Background: an optimization exercise with open tools, aiming at small area, a short achievable clock period and few clock cycles. Do not read the settings as production practice.
In this exercise RTL edits were held to simulation tests only and were not proved equivalent to the original.
Power and IR drop assume default switching activity.

lane 1:
// dot_prod
module dot_prod (
  input wire clk, r_enable,
  input wire[9:0] init_i_t_a,
  input wire signed[63:0] init_acc_t_a,
  output wire[9:0] a_addr,
  input wire signed[26:0] a_rdata,
  output wire[9:0] b_addr,
  input wire signed[26:0] b_rdata,
  output reg w_enable,
  output reg signed[63:0] result
);
Size in the first run: ~25000 µm² of cells after synthesis.
==> flow/config.mk <==
export PLATFORM = sky130hd
export DESIGN_NAME = dot_prod
export DESIGN_NICKNAME = dot_prod
export VERILOG_FILES = /design/flow/design.v
export SDC_FILE = /design/flow/constraint.sdc
export NUM_CORES = 4
export LEC_CHECK = 0
export CAP_MARGIN = 20
export CORE_MARGIN = 2
export CORE_UTILIZATION = 60
export CTS_CLUSTER_DIAMETER = 200
export CTS_CLUSTER_SIZE = 24
export SLEW_MARGIN = 70
export SYNTH_HIERARCHICAL = 1
export SYNTH_MINIMUM_KEEP_SIZE = 0
==> flow/constraint.sdc <==
create_clock -name core_clock -period 14.0 [get_ports {clk}]
set_input_delay 2.8000 -clock core_clock [delete_from_list [all_inputs] [get_ports {clk}]]
set_output_delay 2.8000 -clock core_clock [all_outputs]
set_load 0.01 [all_outputs]
standard.sh (not shown) runs the stock make flow with config.mk's settings and CLKGATE_MAP_FILE= SYNTH_SCRIPT=/design/flow/synth_recipe.tcl, a recipe that flattens the netlist after the stock synthesis.
==> flow/flow/run.sh <==
#!/bin/bash
# Standard ORFS layout, except that the port buffers inserted by buffer_ports are
# sky130_fd_sc_hd__buf_1 instead of the resizer's default pick (a clock delay buffer).
set -euo pipefail
export BUFFER_PORTS_ARGS="-buffer_cell sky130_fd_sc_hd__buf_1"
bash standard.sh > run_standard.log 2>&1
Testbench counts of lane 1, summed over its fixed seeds: cycles 64,256.
Inputs modified between lane 1 and lane 2:
Settings: a change of SLEW_MARGIN from 70 to 60.
### Flow results
- On wire length of the first global-routing pass, lane 2 and lane 1 are neck and neck.
- Sequential share of layout area: lane 2 vs lane 1 — no meaningful difference
- [compare] base=lane 1 new=lane 2: number of ordinary and repair buffers in the finished layout fell 3, final period demand of the worst path moved up, via count went up, final core utilization went down.
- Between lane 2 and lane 1, the clock-net power figures differ only marginally.
- Between lane 2 and lane 1, the power figures differ only marginally.
- Any difference in wire length between lane 2 and lane 1 is small enough to ignore.
- Summary — routed length on met1, lane 2 relative to lane 1: higher, by 0.89%.
For lane 3, these inputs were changed with respect to lane 2:
Settings: setting GPL_TIMING_DRIVEN to 0 for the first time.
Results
- Lane 3 reports its timing startpoint of the critical path as btwo[11] while lane 2 reports k[3].
- From lane 2 to lane 3, combined area of all synthesized cells did not move at all.
- Taking lane 2 as the reference, in lane 3 final routed wire length divided by cell count shows an increase of 9.4%, share of the synthesized netlist area taken by xor and xnor gates saw little to no change, post-layout worst setup margin lost 0.49 ns, placed wire-length estimate has increased, utilization rose by 1.4 points.
--- input diff lane 3..lane 4 ---
Settings: changing CTS_CLUSTER_SIZE from 24 to 20; changing CORE_UTILIZATION from 60 to 70; removing GPL_TIMING_DRIVEN (formerly 0).
## What came out
Lane 4: non-clock buffer count lower than lane 3
Lane 3 → lane 4: final routed wirelength across all metal layers fell about 17%; register-to-register slack shows an increase of 0.53 ns.
First-pass GRT wire length ends up lower on lane 4.
On post-placement worst setup slack, lane 3 tracks lane 4 almost exactly.


Starting RTL as in the previous note.
Settings: LEC_CHECK=0, CAP_MARGIN=20, CORE_MARGIN=2, CORE_UTILIZATION=60, CTS_CLUSTER_DIAMETER=200, CTS_CLUSTER_SIZE=24, SLEW_MARGIN=50, SYNTH_HIERARCHICAL=1, SYNTH_MINIMUM_KEEP_SIZE=0; clock period 14.0 ns.
Scripts as last shown in full above: flow/flow/run.sh
The first run completed with no timing, DRC or antenna violations.
Testbench counts at the start, summed over its fixed seeds: cycles 64,256.
Then changed:
PLACE_DENSITY = 0.72   (was default)
SLEW_MARGIN = 60   (was 50)
What happened: Setup slack is better by 0.10 ns. Via count rises by 1.4%. Clock power falls by about 1%. Cell area rises by 0.44%.
Then changed:
==> flow/flow/run.sh (replaced) <==
#!/bin/bash
# Standard ORFS layout, except that the port buffers inserted by buffer_ports are
# sky130_fd_sc_hd__buf_2 instead of the resizer's default pick (a clock delay buffer).
set -euo pipefail
export BUFFER_PORTS_ARGS="-buffer_cell sky130_fd_sc_hd__buf_2"
bash standard.sh > run_standard.log 2>&1
PLACE_DENSITY = default   (was 0.72)
The changed run completed with no timing, DRC or antenna violations.
Final area went up by 1.1%.
Setup slack got worse by 0.011 ns.
Via count went down by 1.9%.
Combinational power went up by about 2%.

## re-timing with driven ports
How much do the figures lean on ideal ports? The routed layouts below were timed once more, with nothing changed but the port constraints. Step 1: set_driving_cell puts a clkbuf_16 on clk and a buf_2 on each other input, an assumption about the parent block. Step 2 also shifts input and output timing later by t, the mid clock arrival at the registers, as if the neighbouring blocks saw the same clock. Three values: no drivers, after step 1, after step 2; two values: the first two.
run	t (ns)	setup WS [ns]	latest minus earliest clock arrival (ns)	worst data-port slew with drivers (ns)	cell pins on the clock port's net
lane 1	0.576	9.989 / 9.930 / 9.670	0.047 / 0.048	0.07	1
lane 2	0.574	9.977 / 9.919 / 9.554	0.046 / 0.046	0.07	1
lane 3	0.573	9.491 / 9.491 / 9.295	0.038 / 0.038	0.04	1
lane 4	0.567	9.915 / 9.942 / 9.376	0.032 / 0.033	0.05	1
the first run of note 2	0.571	9.887 / 9.916 / 9.345	0.043 / 0.044	0.07	1
the second run of note 2	0.568	9.991 / 9.935 / 9.709	0.022 / 0.023	0.05	1
the third run of note 2	0.570	9.980 / 9.920 / 9.557	0.028 / 0.028	0.06	1
After both steps setup and hold are still met in every run listed. For the first run of note 2, which loses most, drivers alone change the setup slack by +0.029 ns; drivers and shift together by -0.542 ns.
